This is an optimization exercise on Yosys and OpenROAD, whose aim is small area, a short achievable clock period and few clock cycles, not a production implementation. In this exercise RTL edits were held to simulation tests only and were not proved equivalent to the original. Power and IR drop assume default switching activity.

[run.sh]
#!/bin/bash
# synth_recipe.tcl (not shown) runs the flow's synth.tcl, then flattens the netlist and writes it again
# the make line also repeats each setting of config.mk as NAME=value (left out here)
make -C /OpenROAD-flow-scripts/flow DESIGN_CONFIG=/design/flow/config.mk WORK_HOME=/design/flow/orfs CLKGATE_MAP_FILE= SYNTH_SCRIPT=/design/flow/synth_recipe.tcl finish
[config.mk]
export PLATFORM = sky130hd
export DESIGN_NAME = mips_core
export DESIGN_NICKNAME = mips_core
export VERILOG_FILES = /design/flow/design.v
export SDC_FILE = /design/flow/constraint.sdc
export NUM_CORES = 4
export LEC_CHECK = 0
export CAP_MARGIN = 20
export CORE_MARGIN = 2
export CORE_UTILIZATION = 40
export CTS_BUF_LIST = sky130_fd_sc_hd__clkbuf_8
export SETUP_SLACK_MARGIN = 3.5
export SLEW_MARGIN = 20
export TNS_END_PERCENT = 5
[constraint.sdc]
create_clock -name core_clock -period 6.0 [get_ports {clk}]
set_input_delay 1.2000 -clock core_clock [delete_from_list [all_inputs] [get_ports {clk}]]
set_output_delay 1.2000 -clock core_clock [all_outputs]
set_load 0.01 [all_outputs]
[design.v]
`timescale 1ns / 1ps
localparam
	PC_NEXT    = 0,
	PC_JUMP    = 1,
	PC_JR      = 2,
	PC_BEQ     = 4,
	PC_BNE     = 5;
localparam
	EXE_A_RS     = 0,
	EXE_A_LINK   = 2,
	EXE_A_BRANCH = 3;
localparam
	EXE_B_RT     = 0,
	EXE_B_IMM    = 1,
	EXE_B_LINK   = 2,
	EXE_B_BRANCH = 3;
localparam
	EXE_ALU_ADD    = 0,
	EXE_ALU_SUB    = 1,
	EXE_ALU_SLT    = 2,
	EXE_ALU_AND    = 4,
	EXE_ALU_OR     = 5;
localparam
	WB_ADDR_RD    = 0,
	WB_ADDR_RT    = 1,
	WB_ADDR_LINK  = 2;
localparam
	WB_DATA_ALU   = 0,
	WB_DATA_MEM   = 1;
localparam
	PC_RESET  = 32'h0000_0000;
localparam   
	INST_R          = 6'b000000,   
	R_FUNC_JR       = 6'b001000,
	R_FUNC_ADD      = 6'b100000,
	R_FUNC_SUB      = 6'b100010,
	R_FUNC_AND      = 6'b100100,
	R_FUNC_OR       = 6'b100101,
	R_FUNC_SLT      = 6'b101010,
	INST_J          = 6'b000010,
	INST_JAL        = 6'b000011,
	INST_BEQ        = 6'b000100,
	INST_BNE        = 6'b000101,
	INST_ADDI       = 6'b001000,
	INST_ANDI       = 6'b001100,
	INST_ORI        = 6'b001101,
	INST_LW         = 6'b100011,
	INST_SW         = 6'b101011;
localparam
	GPR_ZERO = 0,
	GPR_AT = 1,
	GPR_V0 = 2,
	GPR_V1 = 3,
	GPR_A0 = 4,
	GPR_A1 = 5,
	GPR_A2 = 6,
	GPR_A3 = 7,
	GPR_T0 = 8,
	GPR_T1 = 9,
	GPR_T2 = 10,
	GPR_T3 = 11,
	GPR_T4 = 12,
	GPR_T5 = 13,
	GPR_T6 = 14,
	GPR_T7 = 15,
	GPR_S0 = 16,
	GPR_S1 = 17,
	GPR_S2 = 18,
	GPR_S3 = 19,
	GPR_S4 = 20,
	GPR_S5 = 21,
	GPR_S6 = 22,
	GPR_S7 = 23,
	GPR_T8 = 24,
	GPR_T9 = 25,
	GPR_K0 = 26,
	GPR_K1 = 27,
	GPR_GP = 28,
	GPR_SP = 29,
	GPR_FP = 30,
	GPR_RA = 31;
 `timescale 1ns / 1ps
module alu (
	input wire [31:0] a, b,   
	input wire sub,   
	input wire op_and,   
	input wire op_or,   
	input wire op_slt,   
	input wire inv,   
	output wire [31:0] result,   
	output wire [31:0] result_x   
	);
	wire [31:0] p = a ^ b;
	wire [31:0] g = a & b;
	wire [31:0] gg [0:5];
	wire [31:0] pp [0:5];
	assign gg[0] = g;
	assign pp[0] = p;
	genvar k, i;
	generate
		for (k = 0; k < 5; k = k + 1) begin : level
			for (i = 0; i < 32; i = i + 1) begin : bits
				if (i >= (1 << k)) begin : merge
					assign gg[k + 1][i] = gg[k][i] | (pp[k][i] & gg[k][i - (1 << k)]);
					assign pp[k + 1][i] = pp[k][i] & pp[k][i - (1 << k)];
				end
				else begin : pass
					assign gg[k + 1][i] = gg[k][i];
					assign pp[k + 1][i] = pp[k][i];
				end
			end
		end
	endgenerate
	wire [31:0] c = {gg[5][30:0], 1'b0};   
	wire [31:0] ps = p ^ {32{sub}};
	wire [31:0] sum = ps ^ c;   
	wire lt = (a[31] == b[31]) ? ~a[31] : sum[31];
	wire arith = ~(op_and | op_or | op_slt);
	wire [31:0] logic_res = op_and ? (a & b) : op_or ? (a | b) : {31'b0, lt};
	wire [31:0] psk = ps ^ {32{inv}};
	assign result = arith ? sum : logic_res;
	assign result_x = arith ? (psk ^ c) : (logic_res ^ {32{inv}});
endmodule
 `timescale 1ns / 1ps
module regfile (
	input wire clk,   
	input wire [4:0] addr_a,
	output wire [31:0] data_a,
	input wire [4:0] addr_b,
	output wire [31:0] data_b,
	input wire en_w,
	input wire [4:0] addr_w,
	input wire [31:0] data_w
	);
	wire [31:0] sel_a = 32'b1 << addr_a;
	wire [31:0] sel_b = 32'b1 << addr_b;
	wire [31:0] and_a [0:31];
	wire [31:0] and_b [0:31];
	wire [31:0] or_a [0:31];
	wire [31:0] or_b [0:31];
	assign and_a[0] = 32'b0;
	assign and_b[0] = 32'b0;
	assign or_a[0] = 32'b0;
	assign or_b[0] = 32'b0;
	genvar i;
	generate
		for (i = 1; i < 32; i = i + 1) begin : r
			reg [31:0] q;   
			always @(posedge clk) begin
				if (en_w && addr_w == i)
					q <= data_w;
			end
			assign and_a[i] = {32{sel_a[i]}} & q;
			assign and_b[i] = {32{sel_b[i]}} & q;
			assign or_a[i] = or_a[i - 1] | and_a[i];
			assign or_b[i] = or_b[i - 1] | and_b[i];
		end
	endgenerate
	assign data_a = or_a[31];
	assign data_b = or_b[31];
endmodule
 `timescale 1ns / 1ps
module mips_core (
	input wire clk,   
	input wire rst,   
	output wire [31:0] inst_addr,   
	input wire [31:0] inst_data,   
	output wire mem_wen,   
	output wire [31:0] mem_addr,   
	output wire [31:0] mem_dout,   
	input wire [31:0] mem_din   
	);
localparam
	PC_NEXT    = 0,
	PC_JUMP    = 1,
	PC_JR      = 2,
	PC_BEQ     = 4,
	PC_BNE     = 5;
localparam
	EXE_A_RS     = 0,
	EXE_A_LINK   = 2,
	EXE_A_BRANCH = 3;
localparam
	EXE_B_RT     = 0,
	EXE_B_IMM    = 1,
	EXE_B_LINK   = 2,
	EXE_B_BRANCH = 3;
localparam
	EXE_ALU_ADD    = 0,
	EXE_ALU_SUB    = 1,
	EXE_ALU_SLT    = 2,
	EXE_ALU_AND    = 4,
	EXE_ALU_OR     = 5;
localparam
	WB_ADDR_RD    = 0,
	WB_ADDR_RT    = 1,
	WB_ADDR_LINK  = 2;
localparam
	WB_DATA_ALU   = 0,
	WB_DATA_MEM   = 1;
localparam
	PC_RESET  = 32'h0000_0000;
localparam   
	INST_R          = 6'b000000,   
	R_FUNC_JR       = 6'b001000,
	R_FUNC_ADD      = 6'b100000,
	R_FUNC_SUB      = 6'b100010,
	R_FUNC_AND      = 6'b100100,
	R_FUNC_OR       = 6'b100101,
	R_FUNC_SLT      = 6'b101010,
	INST_J          = 6'b000010,
	INST_JAL        = 6'b000011,
	INST_BEQ        = 6'b000100,
	INST_BNE        = 6'b000101,
	INST_ADDI       = 6'b001000,
	INST_ANDI       = 6'b001100,
	INST_ORI        = 6'b001101,
	INST_LW         = 6'b100011,
	INST_SW         = 6'b101011;
localparam
	GPR_ZERO = 0,
	GPR_AT = 1,
	GPR_V0 = 2,
	GPR_V1 = 3,
	GPR_A0 = 4,
	GPR_A1 = 5,
	GPR_A2 = 6,
	GPR_A3 = 7,
	GPR_T0 = 8,
	GPR_T1 = 9,
	GPR_T2 = 10,
	GPR_T3 = 11,
	GPR_T4 = 12,
	GPR_T5 = 13,
	GPR_T6 = 14,
	GPR_T7 = 15,
	GPR_S0 = 16,
	GPR_S1 = 17,
	GPR_S2 = 18,
	GPR_S3 = 19,
	GPR_S4 = 20,
	GPR_S5 = 21,
	GPR_S6 = 22,
	GPR_S7 = 23,
	GPR_T8 = 24,
	GPR_T9 = 25,
	GPR_K0 = 26,
	GPR_K1 = 27,
	GPR_GP = 28,
	GPR_SP = 29,
	GPR_FP = 30,
	GPR_RA = 31;
	reg [31:0] pc;
	wire [31:0] inst = inst_data;
	wire [5:0] op = inst[31:26];
	wire [5:0] fn = inst[5:0];
	wire [4:0] rs = inst[25:21];
	wire [4:0] rt = inst[20:16];
	wire [4:0] rd = inst[15:11];
	wire [15:0] imm = inst[15:0];
	wire f_rtype = (op == INST_R);
	wire f_alur = f_rtype & ((fn == R_FUNC_ADD) | (fn == R_FUNC_SUB) | (fn == R_FUNC_AND) | (fn == R_FUNC_OR) | (fn == R_FUNC_SLT));
	wire f_jr = f_rtype & (fn == R_FUNC_JR);
	wire f_j = (op == INST_J);
	wire f_jal = (op == INST_JAL);
	wire f_beq = (op == INST_BEQ);
	wire f_bne = (op == INST_BNE);
	wire f_addi = (op == INST_ADDI);
	wire f_andi = (op == INST_ANDI);
	wire f_ori = (op == INST_ORI);
	wire f_lw = (op == INST_LW);
	wire f_sw = (op == INST_SW);
	wire f_use_rs = f_alur | f_jr | f_beq | f_bne | f_addi | f_andi | f_ori | f_lw | f_sw;
	wire f_use_rt = f_alur | f_beq | f_bne | f_sw;
	wire f_imm = f_addi | f_andi | f_ori | f_lw | f_sw;
	wire f_sext = f_addi | f_lw | f_sw;
	wire [4:0] f_dest = f_alur ? rd : f_jal ? 5'd31 : rt;
	wire f_wen = (f_alur | f_jal | f_addi | f_andi | f_ori | f_lw) & (f_dest != 5'd0);
	wire f_sub = f_alur & ((fn == R_FUNC_SUB) | (fn == R_FUNC_SLT));
	wire f_and = (f_alur & (fn == R_FUNC_AND)) | f_andi;
	wire f_or = (f_alur & (fn == R_FUNC_OR)) | f_ori;
	wire f_slt = f_alur & (fn == R_FUNC_SLT);
	wire [31:0] pc4 = pc + 32'd4;
	reg [31:0] x_a, x_b, x_t;
	reg [15:0] x_off;
	reg [4:0] x_dest;
	reg x_wen, x_lw, x_sw, x_beq, x_bne;
	reg x_sub, x_and, x_or, x_slt;
	wire [31:0] x_result, x_result_x;
	wire x_redirect;
	reg [31:0] m_result, m_dout;
	reg [4:0] m_dest;
	reg m_wen, m_lw, m_sw;
	wire [31:0] m_value = m_lw ? mem_din : m_result;
	wire [31:0] rf_a, rf_b;
	regfile REGFILE (
		.clk(clk),
		.addr_a(rs),
		.data_a(rf_a),
		.addr_b(rt),
		.data_b(rf_b),
		.en_w(m_wen),
		.addr_w(m_dest),
		.data_w(m_value)
	);
	wire a_hit_x = x_wen & (x_dest == rs);
	wire a_hit_m = m_wen & (m_dest == rs);
	wire b_hit_x = x_wen & (x_dest == rt);
	wire b_hit_m = m_wen & (m_dest == rt);
	wire [31:0] a_old = f_jal ? pc4 : a_hit_m ? m_value : rf_a;
	wire [31:0] b_old = b_hit_m ? m_value : rf_b;
	wire [31:0] rs_val = (a_hit_x & ~f_jal) ? x_result : a_old;
	wire [31:0] a_next = (a_hit_x & ~f_jal) ? x_result_x : f_sub ? ~a_old : a_old;
	wire [31:0] rt_val = b_hit_x ? x_result : b_old;
	wire [31:0] imm_val = {{16{f_sext & imm[15]}}, imm};
	wire stall = x_lw & ((f_use_rs & a_hit_x) | (f_use_rt & b_hit_x));
	wire kill = rst | x_redirect | stall;
	always @(posedge clk) begin
		if (rst)
			pc <= PC_RESET;
		else if (x_redirect)
			pc <= x_target;
		else if (stall)
			pc <= pc;
		else if (f_j | f_jal)
			pc <= {pc[31:28], inst[25:0], 2'b00};
		else if (f_jr)
			pc <= rs_val;
		else
			pc <= pc4;
	end
	assign inst_addr = pc;
	always @(posedge clk) begin
		x_a <= a_next;
		x_b <= f_imm ? imm_val : rt_val;
		x_t <= (f_beq | f_bne) ? pc4 : rt_val;
		x_off <= imm;
		x_dest <= f_dest;
		x_sub <= f_sub;
		x_and <= f_and;
		x_or <= f_or;
		x_slt <= f_slt;
		if (kill) begin
			x_wen <= 0;
			x_lw <= 0;
			x_sw <= 0;
			x_beq <= 0;
			x_bne <= 0;
		end
		else begin
			x_wen <= f_wen;
			x_lw <= f_lw;
			x_sw <= f_sw;
			x_beq <= f_beq;
			x_bne <= f_bne;
		end
	end
	alu ALU (
		.a(x_a),
		.b(x_b),
		.sub(x_sub),
		.op_and(x_and),
		.op_or(x_or),
		.op_slt(x_slt),
		.inv(f_sub),
		.result(x_result),
		.result_x(x_result_x)
	);
	wire x_eq = (x_a == x_b);
	wire [31:0] x_target = x_t + {{14{x_off[15]}}, x_off, 2'b00};
	assign x_redirect = (x_beq & x_eq) | (x_bne & ~x_eq);
	always @(posedge clk) begin
		m_result <= x_result;
		m_dout <= x_t;
		m_dest <= x_dest;
		if (rst) begin
			m_wen <= 0;
			m_lw <= 0;
			m_sw <= 0;
		end
		else begin
			m_wen <= x_wen;
			m_lw <= x_lw;
			m_sw <= x_sw;
		end
	end
	assign mem_wen = m_sw;
	assign mem_addr = m_result;
	assign mem_dout = m_dout;
endmodule
==> results of run 1 <==
area by class of cell:
| class | instances | area, um^2 | share of cell area [%] |
|---|---|---|---|
| diodes | 28 | 70.07 | 0.09574 |
| clock buffers | 214 | 2945 | 4.024 |
| clock inverters | 165 | 1179 | 1.610 |
| inverters | 105 | 397.9 | 0.5437 |
| multi-input cells | 3086 | 23880 | 32.63 |
| flip-flops and latches | 1222 | 34520 | 47.17 |
| well taps | 1890 | 2365 | 3.231 |
| repair buffers | 762 | 7825 | 10.69 |
routing by layer:
layer	GRT usage [%]	share of wire [%]	vias up
li1	-	-	20100
met1	50.85	32	25990
met2	60.85	40	6289
met3	21.43	17	2089
met4	35.77	11	30
met5	2.414	0.22	-
cell families (layout without fill, tap and decap cells):
kind of cell    after synthesis  count (layout)  synth area share, %
compound gates             1503            1504                19.34
xor+xnor                    155             155                2.395
fa+ha+maj                    95              95                2.110
buf+inv                     441            1246                3.289
flops                      1222            1222                60.68
mux                          83              86                1.563
other cells                   0              28                    0
simple gates               1232            1246                10.62
sequential cells by signal, summed over array words and instances, names as in the netlist, 5 cells and up:
register	cells
x_dest	5
x_t	32
x_off	16
m_dest	5
x_b	32
pc	32
m_result	32
x_a	32
m_dout	32
REGFILE.r.q	992
power groups by stage:
stage / Combinational [mW] / Clock, mW / Sequential, mW
after floorplan: 2.23 / 0 / 10.8
after global placement: 4.40 / 0 / 10.9
after detailed placement: 4.44 / 0 / 10.9
after CTS: 5.07 / 7.69 / 10.7
after global routing: 5.68 / 8.06 / 10.7
final: 5.54 / 7.75 / 10.7
path summary, 6_finish.rpt:
| check | slack (ps) | cells after the start | startpoint | endpoint |
|---|---|---|---|---|
| min reg2reg | 360 | 0 | x_t[29] | m_dout[29] |
| min | 360 | 0 | x_t[29] | m_dout[29] |
| max | 2790 | 12 | x_a[10] | pc[30] |
| max reg2reg | 2790 | 12 | x_a[10] | pc[30] |
repair_timing:
| action | CTS | global route |
|---|---|---|
| pin swaps | 149 | 58 |
| cloned | 25 | 1 |
| setup endpoints to repair | 793 | 1208 |
| gates resized for setup | 684 | 168 |
| buffers inserted | 266 | 70 |
cell usage in the layout (no fill, tap or decap), types with 38 or more instances in the layout:
master           Yosys  routed
nand3_1            135     121
a22oi_1            815     768
clkdlybuf4s50_1      0      73
clkinv_1             1      38
nand4_1             66      66
nor2_4               0      52
and2_4               1      44
inv_1              104     153
dfxtp_2              0      55
nor2_1             198     143
a222oi_1            50      50
nand2_1            439     425
nor4_1              74      46
o21ai_0            108      74
ha_1                94      52
nor3_1              64      49
xor2_1              56      52
xnor2_1             99      94
and3_1              90      79
clkbuf_8             0     214
edfxtp_1           992     992
a21oi_1            153     122
a22oi_2              0      47
buf_12               0      85
buf_4                7     443
dlygate4sd2_1        0      39
dfxtp_1            230     159
buf_6                7      53
clkinv_2             0      39
through the flow:
stage               cells  hold WS, ps  cell area [um^2]  total power [mW]  util [%]
detailed placement   6703        345.9             62510             15.31     44.31
global route         7453        364.0             73140             24.48     51.85
finish               7472        358.3             73190             24.01     51.88
floorplan            4731        330.6             57790             13.06         -
CTS                  7373        341.4             71780             23.47     50.88
global placement     6697        339.5             62370             15.28     44.21
==> flow_metrics.tcl, run 1 <==
set metrics [dict create \
    pwr-share-clk_pct 32.3 \
    layout-drive-gt1-share_pct 27.31 \
    syn-cell-area_um2 56680 \
    synth_edf_count 992 \
    first_iter_violations 11180 \
    seqPwrFrac_pct 44.7 \
    clk_latency_ps 1050 \
    layout_setup_ws_ps 2788 \
    power_density_nw_per_um2 328.1 \
    vias_per_cell 7.294 \
    synthTopCellsByCount "edfxtp_1 (992), a22oi_1 (815), nand2_1 (439)" \
    firstDrtPassIters 15 \
    synth_cell_types 100 \
    slew_headroom_pct 19.99 \
    antenna_found_initial 27 \
    cp_common_cell "nor2_4" \
    synth_top_area_share_pct 52.55 \
    fin_crit_ps 3212 \
    post-synth-top-count-cell "edfxtp_1" \
    die_y_um 380.4 \
    core-area_um2 141100 \
    ctsHoldBuffers 0 \
    fin_tns_setup_ps 0 \
    place_congestion 0.9980 \
    rsz0062_at_grt "true" \
    cts_inserted_buffers 204 \
    ys_seq_area_share_pct 60.68 \
    finalClockSkew_ps 89.78 \
    p_leak_nw 27.27 \
    arrival_ps 4080 \
    critPathBufInv 3 \
    drtAntennaViolNets 0 \
    report.final.slew_viol_count 0 \
    dp_hpwl_um 195100 \
    vdd_drop_max_v 0.0002452 \
    hold_class "flip-flop to flip-flop" \
    grt_use_total_pct 43.90 \
    syn-num-nets 4892 \
    worst_pin_slew_ps 1200 \
    cts.sinks 1222 \
    slowest_stage "mux2_4" \
    fill_cells 12200 \
    critPathKind "flip-flop to flip-flop" \
    area_delta_synth_final_pct 29.11 \
    cts.path.max_buffers 3 \
    switchingPower_mw 7.775 \
    grt_pass1_wl_um 434700 \
    pwr-share-comb_pct 23.1 \
    final_nets 5542 \
    std_cell_rows 138 \
    post_drt_wl_per_cell_um 43.97 \
    drt_wl_total_um 328500 \
    max_stage_delay_ps 440 \
    synth_top_area_cell "edfxtp_1" \
    worst_setup_path_start_kind "flip-flop" \
    port_buffers 162 \
    finalSetupViolations 0 \
    critPathTopFamily "simple AND/OR/NAND/NOR gates" \
    drc 0 \
    start_util_pct 40.18 \
    swShare_pct 32.38 \
    grt_max_degree 40 \
    cp-end-kind "flip-flop" \
    vias 54500 \
    p_int_mw 16.24 \
    worst_setup_hold_path_clk_slew_ps 60 \
    yosysWarnings 3 \
    netlist_top_cells_area "edfxtp_1 (53%), a22oi_1 (11%), dfxtp_1 (8.1%), nand2_1 (2.9%), ha_1 (2.1%)" \
    synth-async-reset-ratio_pct 0 \
    cap_violations 0 \
    syn_inst 4731 \
    grt_pass1_vias 50790 \
    syn_area_per_cell_um2 11.98 \
    outcome "timing/DRC/antenna clean" \
    critPathRequiredTime_ps 6870 \
    hold_violations 0 \
    ioPinCount 163 \
    fmax_mhz 311.3 \
    critPathMaxFanout 6 \
    overflow 0 \
    pre_cts_ws_ps 351.8 \
    crit_chain "inv_2, ha_4, nor4_4, nand4_1, nor2_4, buf_6, mux2_4, nor2_4, buf_12, nand3_1, o211ai_1, nor4_1" \
    post-route-period-util_pct 53.53 \
    die_x_um 380.4 \
    ys_ff_latch 1222 \
    clockRootBuffer "clkbuf_8" \
    htreeDepth 4 \
    cts_tree "yes" \
    synth_top_flop_cell "edfxtp_1" \
    dieArea_um2 144700 \
]
Testbench counts, summed over its fixed seeds: cycles 24,702.
==> inputs of run 2 (changes only) <==
--- a/config.mk
+++ b/config.mk
@@ -9,6 +9,6 @@
 export CORE_MARGIN = 2
 export CORE_UTILIZATION = 40
 export CTS_BUF_LIST = sky130_fd_sc_hd__clkbuf_8
-export SETUP_SLACK_MARGIN = 3.5
+export SETUP_SLACK_MARGIN = 3.25
 export SLEW_MARGIN = 20
 export TNS_END_PERCENT = 5
==> run 2 against run 1 <==
  * Critical path type is now flip-flop to primary output
  * Synthesized cell count unchanged
  * Largest power group unchanged
  * Setup slack lost 150 ps
  * Die area did not move
  * Clock power fell by 3.9%
  * Sequential power hardly changed
  * Power shrank 3.0%
  * Critical path depth fell by 11
  * Fmax is 4.4% lower
==> flow_metrics.tcl, run 2 <==
set metrics [dict create \
    outcome "timing/DRC/antenna clean" \
    ys_seq_area_share_pct 60.68 \
    yosysWarnings 3 \
    place_congestion 1.059 \
    critPathTopFamily "buffers and inverters" \
    mostFrequentLayoutCell "edfxtp_1" \
    syn_inst 4731 \
    cts.path.max_buffers 3 \
    finalSetupViolations 0 \
    core-area_um2 141100 \
    pwr-share-comb_pct 22.1 \
    syn-num-nets 4892 \
    worst_setup_path_start_kind "flip-flop" \
    layout-drive-gt1-share_pct 23.81 \
    synth_top_flop_cell "edfxtp_1" \
    start_util_pct 40.18 \
    critPathKind "flip-flop to primary output" \
    netlist_top_cells_area "edfxtp_1 (53%), a22oi_1 (11%), dfxtp_1 (8.1%), nand2_1 (2.9%), ha_1 (2.1%)" \
    p_int_mw 15.84 \
    report.final.slew_viol_count 0 \
    cts.sinks 1222 \
    synth_top_area_cell "edfxtp_1" \
    pwr-share-clk_pct 32.0 \
    arrival_ps 2160 \
    die_y_um 380.4 \
    area_delta_synth_final_pct 25.61 \
    mostFrequentLayoutCells "edfxtp_1 (992), a22oi_1 (801), buf_4 (427)" \
    synth_cell_types 100 \
    power_density_nw_per_um2 327.2 \
    fin_tns_setup_ps 0 \
    cap_violations 0 \
    clk_latency_ps 990 \
    htreeDepth 4 \
    worst_setup_hold_path_clk_slew_ps 60 \
    layoutNonFillerInstCount 7404 \
    drt_wl_total_um 318000 \
    antenna_found_initial 33 \
    max_stage_delay_ps 620 \
    fin_crit_ps 3359 \
    seqPwrFrac_pct 46.0 \
    cts_inserted_buffers 199 \
    hold_class "flip-flop to flip-flop" \
    finalClockSkew_ps 60.63 \
    hold_violations 0 \
    port_buffers 162 \
    crit_chain "clkdlybuf4s50_1" \
    first_iter_violations 12300 \
    grt_pass1_vias 50870 \
    p_leak_nw 26.00 \
    final_nets 5481 \
    cp-end-kind "primary output" \
    slowest_stage "clkdlybuf4s50_1" \
    std_cell_rows 138 \
    synth-async-reset-ratio_pct 0 \
    switchingPower_mw 7.456 \
    vias_per_cell 7.358 \
    dieArea_um2 144700 \
    slew_headroom_pct 7.805 \
    post-synth-top-count-cell "edfxtp_1" \
    drtAntennaViolNets 0 \
    synth_top_area_share_pct 52.55 \
    swShare_pct 32.01 \
    dp.cells 6708 \
    grt_use_total_pct 42.58 \
    critPathRequiredTime_ps 4800 \
    post_drt_wl_per_cell_um 42.95 \
    ys_ff_latch 1222 \
    synthTopCellsByCount "edfxtp_1 (992), a22oi_1 (815), nand2_1 (439)" \
    dp_hpwl_um 191500 \
    largest_reg_flops 992 \
    die_x_um 380.4 \
    fmax_mhz 297.7 \
    p_total_mw 23.30 \
    vias 54480 \
    critPathMaxFanout 6 \
    fill_cells 12280 \
    synth_edf_count 992 \
    worst_pin_slew_ps 1377 \
    clockRootBuffer "clkbuf_8" \
    cts_tree "yes" \
    overflow 0 \
    grt_pass1_wl_um 425300 \
    vdd_drop_max_v 0.0002812 \
    drc 0 \
    critPathBufInv 1 \
    syn-cell-area_um2 56680 \
    post-route-period-util_pct 55.98 \
    syn_area_per_cell_um2 11.98 \
    regMostFlops "REGFILE.r.q" \
    rsz0062_at_grt "true" \
    firstDrtPassIters 17 \
    ioPinCount 163 \
    grt_max_degree 40 \
]
run 2: cell counts after synthesis:
Identical to the previous run, type by type.
run 2: power groups by stage:
| stage | clock [mW] | sequential, mW | combinational (mW) |
|---|---|---|---|
| 2_1_floorplan | 0 | 10.8 | 2.21 |
| 3_3_place_gp | 0 | 10.9 | 4.23 |
| 3_5_place_dp | 0 | 10.9 | 4.26 |
| 4_1_cts | 7.39 | 10.7 | 4.82 |
| 5_1_grt | 7.77 | 10.7 | 5.30 |
| 6_report | 7.45 | 10.7 | 5.14 |
run 2: repair_timing:
action / CTS / global route
pin swaps: 148 / 18
hold buffers: 0 / 0
buffers inserted: 264 / 22
resized for setup: 540 / 33
cloned: 13 / 0
endpoints found under the setup margin: 602 / 1042
hold endpoints to repair: 0 / 0
run 2: routing by layer:
layer  vias to the layer above  wire length [um]  global-route usage (%)
li1                      19960                 -                       -
met5                         -               529                   1.389
met3                      2385             56740                   22.37
met4                        39             36590                   35.46
met2                      6393            124600                   59.07
met1                     25700             99620                   48.03
run 2: logic make-up (layout without fill, tap and decap cells):
family          after synthesis  after routing  share of synthesized area, %
fa+ha+maj                    95             95                         2.110
compound gates             1503           1503                         19.34
xor+xnor                    155            155                         2.395
mux                          83             84                         1.563
buf+inv                     441           1184                         3.289
flops                      1222           1222                         60.68
other cells                   0             28                             0
simple gates               1232           1243                         10.62
run 2: worst paths after layout:
path | depth (start not counted) | slack [ps] | end | from
min | 0 | 350 | m_dout[17] | x_t[17]
min reg2reg | 0 | 350 | m_dout[17] | x_t[17]
max reg2reg | 13 | 2700 | pc[23] | x_b[6]
max | 1 | 2640 | inst_addr[26] | pc[26]
run 2: final cells by class:
| cell class | instances | area [um^2] | area share (%) |
|---|---|---|---|
| Clock buffer | 202 | 2780 | 3.905 |
| Sequential cell | 1222 | 34440 | 48.38 |
| Tap cell | 1890 | 2365 | 3.321 |
| Timing Repair Buffer | 712 | 6999 | 9.831 |
| Multi-Input combinational cell | 3080 | 22990 | 32.29 |
| Inverter | 105 | 394.1 | 0.5536 |
| Antenna cell | 28 | 70.07 | 0.09841 |
| Clock inverter | 165 | 1154 | 1.620 |
run 2: metrics by stage:
| stage | cell area [um^2] | util, % | setup slack, ps | hold WS [ps] |
|---|---|---|---|---|
| after global placement | 62190 | 44.08 | 564.3 | 345.9 |
| final | 71200 | 50.47 | 2641 | 350.1 |
| after floorplan | 57160 | - | 2766 | 330.6 |
| after global routing | 71140 | 50.43 | 2636 | 365.6 |
| after detailed placement | 62240 | 44.12 | 611.6 | 349.4 |
| after CTS | 70730 | 50.14 | 2622 | 351.4 |
==> inputs of run 3 (changes only) <==
--- a/design.v
+++ b/design.v
@@ -271,7 +271,7 @@
 	wire f_lw = (op == INST_LW);
 	wire f_sw = (op == INST_SW);
 	wire f_use_rs = f_alur | f_jr | f_beq | f_bne | f_addi | f_andi | f_ori | f_lw | f_sw;
-	wire f_use_rt = f_alur | f_beq | f_bne | f_sw;
+	wire f_use_rt = f_alur | f_beq | f_bne;   
 	wire f_imm = f_addi | f_andi | f_ori | f_lw | f_sw;
 	wire f_sext = f_addi | f_lw | f_sw;
 	wire [4:0] f_dest = f_alur ? rd : f_jal ? 5'd31 : rt;
@@ -286,6 +286,7 @@
 	reg [4:0] x_dest;
 	reg x_wen, x_lw, x_sw, x_beq, x_bne;
 	reg x_sub, x_and, x_or, x_slt;
+	reg x_tfwd;   
 	wire [31:0] x_result, x_result_x;
 	wire x_redirect;
 	reg [31:0] m_result, m_dout;
@@ -333,7 +334,8 @@
 	always @(posedge clk) begin
 		x_a <= a_next;
 		x_b <= f_imm ? imm_val : rt_val;
-		x_t <= (f_beq | f_bne) ? pc4 : rt_val;
+		x_t <= (f_beq | f_bne) ? pc4 : b_old;
+		x_tfwd <= b_hit_x;
 		x_off <= imm;
 		x_dest <= f_dest;
 		x_sub <= f_sub;
@@ -371,7 +373,7 @@
 	assign x_redirect = (x_beq & x_eq) | (x_bne & ~x_eq);
 	always @(posedge clk) begin
 		m_result <= x_result;
-		m_dout <= x_t;
+		m_dout <= x_tfwd ? m_value : x_t;
 		m_dest <= x_dest;
 		if (rst) begin
 			m_wen <= 0;
--- a/config.mk
+++ b/config.mk
@@ -9,6 +9,6 @@
 export CORE_MARGIN = 2
 export CORE_UTILIZATION = 40
 export CTS_BUF_LIST = sky130_fd_sc_hd__clkbuf_8
-export SETUP_SLACK_MARGIN = 3.25
+export SETUP_SLACK_MARGIN = 3.5
 export SLEW_MARGIN = 20
 export TNS_END_PERCENT = 5
==> run 3 against run 2 <==
  * Routed wire length fell by 0.51%
  * Fmax grew 2.1%
  * Combinational power grew 8.6%
  * Via count fell by 1.4%
  * Sequential power is essentially flat
  * First-iteration DRC count fell by 6.9%
  * Final area is 1.9% higher
  * Critical endpoint is now inst_addr[18]
  * Largest power group unchanged
==> flow_metrics.tcl, run 3 <==
set metrics [dict create \
    outcome "timing/DRC/antenna clean" \
    worst_setup_path_start_kind "flip-flop" \
    synth-async-reset-ratio_pct 0 \
    post-synth-top-count-cell "edfxtp_1" \
    arrival_ps 2090 \
    fmax_mhz 304.0 \
    area_delta_synth_final_pct 30.09 \
    p_leak_nw 26.01 \
    synth_edf_count 992 \
    finalClockSkew_ps 102.1 \
    seq_area_um2 34500 \
    multi_input_area_um2 23110 \
    finalSetupViolations 0 \
    rsz0062_at_grt "true" \
    synth_cell_types 81 \
    hold_violations 0 \
    cts_tree "yes" \
    rrSetupSlack_ps 2740 \
    start_util_pct 40.13 \
    layout-drive-gt1-share_pct 27.55 \
    grt_use_total_pct 43.00 \
    overflow 0 \
    synth_top_area_share_pct 53.40 \
    dpl_cell_area_um2 62390 \
    port_buffers 162 \
    clk_latency_ps 1050 \
    post_drt_wl_per_cell_um 42.73 \
    core-area_um2 139000 \
    syn-num-nets 4769 \
    antenna_found_initial 25 \
    report.final.slew_viol_count 0 \
    grt_pass1_vias 49920 \
    syn_area_per_cell_um2 12.11 \
    vias_per_cell 7.252 \
    die_x_um 377.5 \
    dp.cells 6652 \
    slowest_stage "clkdlybuf4s50_1" \
    worst_setup_hold_path_clk_slew_ps 60 \
    first_iter_violations 11450 \
    largest_reg_flops 992 \
    vias 53700 \
    final_nets 5505 \
    ctsHoldBuffers 0 \
    ys_ff_latch 1223 \
    final_area_um2 72580 \
    yosysWarnings 3 \
    layoutNonFillerInstCount 7405 \
    r2r_start "x_a[1]" \
    critPathTopFamily "buffers and inverters" \
    cp-end-kind "primary output" \
    layout_setup_ws_ps 2710 \
    regMostFlops "REGFILE.r.q" \
    drt_wl_total_um 316400 \
    max_stage_delay_ps 590 \
    cts.path.max_buffers 3 \
    vdd_drop_max_v 0.0003747 \
    worst_pin_slew_ps 1221 \
    htreeDepth 4 \
    synth_top_area_cell "edfxtp_1" \
    critPathRequiredTime_ps 4800 \
    syn-cell-area_um2 55790 \
    startpoint "pc[18]" \
    slew_headroom_pct 17.99 \
    hold_class "flip-flop to flip-flop" \
    min-delay-start "x_dest[0]" \
    fill_cells 11730 \
    grt_max_degree 44 \
    std_cell_rows 137 \
    grt_pass1_wl_um 416500 \
    ioPinCount 163 \
    mostFrequentLayoutCell "edfxtp_1" \
    firstDrtPassIters 14 \
    dieArea_um2 142500 \
    critPathKind "flip-flop to primary output" \
    post-route-period-util_pct 54.83 \
    drc 0 \
    fin_crit_ps 3290 \
    synthTopCellsByCount "edfxtp_1 (992), a22oi_1 (857), nand2_1 (358)" \
    clockRootBuffer "clkbuf_8" \
    syn_inst 4608 \
    place_congestion 1.034 \
    crit_chain "clkdlybuf4s50_1" \
    critPathBufInv 1 \
    power_density_nw_per_um2 325.2 \
    cts.sinks 1223 \
    fin_tns_setup_ps 0 \
    synth_top_flop_cell "edfxtp_1" \
    netlist_top_cells_area "edfxtp_1 (53%), a22oi_1 (12%), dfxtp_1 (8.3%), nand2_1 (2.4%), ha_1 (2.1%)" \
    pre_cts_ws_ps 523.0 \
    die_y_um 377.5 \
    critPathMaxFanout 7 \
    drtAntennaViolNets 0 \
    cts_inserted_buffers 202 \
    cap_violations 0 \
    mostFrequentLayoutCells "edfxtp_1 (992), a22oi_1 (823), buf_4 (500)" \
    ys_seq_area_share_pct 61.68 \
    dp_hpwl_um 194400 \
    hold_ws_ps 425.1 \
]
run 3: repair_timing:
| action | CTS | global route |
|---|---|---|
| endpoints found under the setup margin | 794 | 1133 |
| buffers inserted | 267 | 84 |
| gates cloned | 9 | 3 |
| endpoints found under the hold margin | 0 | 0 |
| pin swaps | 170 | 105 |
| resized for setup | 492 | 201 |
run 3: final timing paths:
| kind | to | cells after the start |
|---|---|---|
| setup / recovery | inst_addr[18] | 1 |
| setup reg to reg | pc[15] | 16 |
| hold / removal | m_dest[0] | 0 |
| hold reg to reg | m_dest[0] | 0 |
run 3: routing by layer:
layer,track usage [%],up-vias,routed length (um)
met4,37.81,20,36850
met2,59.00,6304,122900
met5,1.063,-,433
li1,-,19830,-
met3,21.01,2150,55870
met1,49.35,25400,100300
run 3: final cells by class:
| type | count | area share [%] |
|---|---|---|
| timing repair buffer | 831 | 11.50 |
| antenna | 20 | 0.06896 |
| multi-input combinational | 2986 | 31.84 |
| clock buffer | 216 | 4.096 |
| clock inverter | 153 | 1.202 |
| sequential | 1223 | 47.54 |
| inverter | 100 | 0.5224 |
| tap | 1876 | 3.234 |
run 3: metrics by stage:
stage	total power, mW	util, %
final	23.60	52.21
after global routing	24.05	52.18
after CTS	22.90	50.98
after detailed placement	15.17	44.88
after global placement	15.14	44.75
after floorplan	12.98	-
run 3: power breakdown:
part | internal (mW) | switching, mW
clock | 3.63 | 3.66
sequential | 10.5 | 0.245
combinational | 1.90 | 3.68
run 3: logic make-up (layout without fill, tap and decap cells):
kind of cell	Yosys count	count (layout)	share of synthesized area (%)
xor+xnor	159	159	2.496
simple gates	1146	1150	9.617
compound gates	1476	1476	19.22
flops	1223	1223	61.68
mux	105	106	2.025
buf+inv	404	1300	2.817
other cells	0	20	0
fa+ha+maj	95	95	2.144
Testbench counts of run 3, summed over its fixed seeds: cycles 24,582.
==> inputs of run 4 (changes only) <==
--- a/config.mk
+++ b/config.mk
@@ -9,6 +9,6 @@
 export CORE_MARGIN = 2
 export CORE_UTILIZATION = 40
 export CTS_BUF_LIST = sky130_fd_sc_hd__clkbuf_8
-export SETUP_SLACK_MARGIN = 3.5
+export SETUP_SLACK_MARGIN = 3.25
 export SLEW_MARGIN = 20
 export TNS_END_PERCENT = 5
==> run 4 against run 3 <==
  * Still clean
  * Final area is 3.2% lower
  * Global-route usage down 1.1 points
  * Critical path depth up 3
  * Worst hold slack got worse by 21 ps
  * Fmax shrank 4.8%
  * Cell count shrank 1.8%
  * Setup slack got worse by 170 ps
  * Die area did not move
  * Critical path type is now flip-flop to flip-flop
  * Critical endpoint is now REGFILE.r[5].q[2]
  * Largest cell class unchanged
==> flow_metrics.tcl, run 4 <==
set metrics [dict create \
    outcome "timing/DRC/antenna clean" \
    final_util_pct 50.53 \
    post-route-period-util_pct 57.59 \
    place_congestion 1.056 \
    post_drt_wl_per_cell_um 42.47 \
    yosysWarnings 3 \
    drt_wl_total_um 308900 \
    synth_top_area_cell "edfxtp_1" \
    synth_edf_count 992 \
    arrival_ps 4060 \
    rrSetupSlack_ps 2540 \
    startpoint "m_wen" \
    finalSetupViolations 0 \
    firstDrtPassIters 30 \
    syn-num-nets 4769 \
    port_buffers 162 \
    hold_violations 0 \
    ioPinCount 163 \
    rr_worst_depth 4 \
    report.final.slew_viol_count 0 \
    mostFrequentLayoutCells "edfxtp_1 (992), a22oi_1 (852), buf_4 (427)" \
    worst_setup_path_start_kind "flip-flop" \
    netlist_top_cells_area "edfxtp_1 (53%), a22oi_1 (12%), dfxtp_1 (8.3%), nand2_1 (2.4%), ha_1 (2.1%)" \
    synthTopCellsByCount "edfxtp_1 (992), a22oi_1 (857), nand2_1 (358)" \
    ys_seq_area_share_pct 61.68 \
    cts.sinks 1223 \
    rsz0062_at_grt "true" \
    fin_crit_ps 3455 \
    whs_endpoint "m_dest[2]" \
    p_int_mw 16.04 \
    grt_pass1_vias 48980 \
    whs_path_depth 0 \
    syn_inst 4608 \
    cts_inserted_buffers 196 \
    vdd_drop_max_v 0.0003115 \
    regMostFlops "REGFILE.r.q" \
    final_area_um2 70240 \
    drc 0 \
    critPathRequiredTime_ps 6600 \
    first_iter_violations 11690 \
    vias 52920 \
    grt_max_degree 44 \
    hold_ws_ps 403.9 \
    antenna_found_initial 38 \
    critPathMaxFanout 17 \
    power_density_nw_per_um2 333.5 \
    pwr-share-comb_pct 21.7 \
    switchingPower_mw 7.383 \
    hold_class "flip-flop to flip-flop" \
    die_x_um 377.5 \
    mostFrequentLayoutCell "edfxtp_1" \
    fmax_mhz 289.4 \
    grt_use_total_pct 41.93 \
    finalClockSkew_ps 88.87 \
    ys_ff_latch 1223 \
    fin_tns_setup_ps 0 \
    worst_pin_slew_ps 1282 \
    syn-cell-area_um2 55790 \
    final_nets 5369 \
    core-area_um2 139000 \
    largest_reg_flops 992 \
    worst_setup_hold_path_clk_slew_ps 70 \
    clockRootBuffer "clkbuf_8" \
    drtAntennaViolNets 0 \
    critPathKind "flip-flop to flip-flop" \
    cts.path.max_buffers 3 \
    start_util_pct 40.13 \
    ctsHoldBuffers 0 \
    seqPwrFrac_pct 45.9 \
    r2r_start "m_wen" \
    synth_top_flop_cell "edfxtp_1" \
    min-delay-start "x_dest[2]" \
    clk_latency_ps 1030 \
    cp-end-kind "flip-flop" \
    layout-drive-gt1-share_pct 23.64 \
    vias_per_cell 7.276 \
    cts_tree "yes" \
    post-synth-top-count-cell "edfxtp_1" \
    dpl_cell_area_um2 61800 \
    synth_cell_types 81 \
    std_cell_rows 137 \
    pwr-share-clk_pct 32.5 \
    rr_endpoint "REGFILE.r[5].q[2]" \
    synth-async-reset-ratio_pct 0 \
    swShare_pct 31.52 \
    cap_violations 0 \
    htreeDepth 4 \
    area_delta_synth_final_pct 25.90 \
    dp_hpwl_um 186400 \
    synth_top_area_share_pct 53.40 \
    dieArea_um2 142500 \
    die_y_um 377.5 \
    p_total_mw 23.43 \
    overflow 0 \
    grt_pass1_wl_um 407900 \
    syn_area_per_cell_um2 12.11 \
    slew_headroom_pct 14.36 \
    p_leak_nw 25.02 \
]
==> run 4: layer usage <==
layer / global-route usage (%) / routed length [um]
met5: 3.259 / 805
met4: 34.41 / 35190
met3: 21.03 / 54810
met2: 57.96 / 120000
met1: 48.17 / 98010
==> run 4: cell type report <==
type / instances / area, um^2
flip-flops and latches: 1223 / 34480
diodes: 21 / 52.55
inverters: 100 / 381.6
multi-input cells: 2987 / 22150
well taps: 1876 / 2347
repair buffers: 699 / 6795
clock inverters: 154 / 1107
fillers: 11950 / 68780
clock buffers: 212 / 2918
repair inverters: 1 / 5.005
==> run 4: cell families after synthesis <==
family / after synthesis / share of synthesized area (%)
AOI/OAI and AO/OA: 1476 / 19.22
adders and majority gates: 95 / 2.144
muxes: 105 / 2.025
DFF: 1223 / 61.68
and+or+nand+nor: 1146 / 9.617
xor gates and xnor gates: 159 / 2.496
buffers and inverters: 404 / 2.817
==> run 4: repair_timing <==
item | in CTS | in global routing
gates resized for setup | 438 | 56
setup endpoints to repair | 608 | 627
pin swaps | 154 | 18
buffers inserted | 234 | 27
endpoints found under the hold margin | 0 | 0
cloned | 8 | 2
==> run 4: power groups by stage <==
stage	registers, mW	clock network [mW]	logic, mW
3_3_place_gp	10.9	0	4.12
5_1_grt	10.8	7.92	5.21
2_1_floorplan	10.8	0	2.12
3_5_place_dp	10.9	0	4.16
4_1_cts	10.7	7.53	4.67
6_report	10.7	7.61	5.07
==> run 4: worst max-delay path by stage <==
stage / endpoint / slack [ps] / depth (start not counted)
final: REGFILE.r[5].q[2] / 2540 / 4
after global routing: REGFILE.r[5].q[2] / 2670 / 4
after CTS: inst_addr[31] / 2660 / 1
after detailed placement: x_a[25] / 470 / 13
after global placement: pc[29] / 600 / 12
after floorplan: pc[30] / 2830 / 14
==> run 4: metrics by stage <==
stage	setup slack, ps	instances
floorplan	2829	4608
global placement	600.8	6612
detailed placement	468.3	6613
CTS	2661	7221
global route	2671	7261
finish	2545	7273
==> run 4: worst max-delay path: stages (launching register included) <==
cell	delay [ps]
dfxtp_1	700
nor2b_1	330
nand2_1	290
nor2_4	1010
buf_4	640

what the ideal ports hide:
The flow's constraints put no driver on any port. The routed layouts listed below were extracted and timed again, unchanged, in two steps. Step 1 sets driving cells, clkbuf_16 on the clock port and buf_2 on the other inputs (assumed; they add their load-dependent delay and slew). Step 2, shift: input delay + t, output delay - t, t = (earliest + latest rising clock arrival at the registers) / 2. This alone moves slack from input paths to output paths. Three values: ideal, step 1, step 2; two values: the first two.
run	t (ns)	slack for setup (ns)	hold WS [ns]	latest minus earliest clock arrival (ns)	slew at the worst register clock pin (ns)
run 1	1.086	2.788 / 2.784 / 1.698	0.358 / 0.358 / 0.358	0.093 / 0.094	0.08 / 0.08
run 2	1.046	2.641 / 2.565 / 1.623	0.350 / 0.350 / 0.350	0.071 / 0.071	0.07 / 0.07
run 3	1.071	2.710 / 2.639 / 1.610	0.425 / 0.425 / 0.425	0.106 / 0.107	0.08 / 0.08
run 4	1.069	2.545 / 2.545 / 1.655	0.404 / 0.404 / 0.404	0.090 / 0.090	0.09 / 0.09
After both steps every run listed still meets setup and hold. For run 3, which loses most, drivers alone change the setup slack by -0.071 ns; drivers and shift together by -1.100 ns.
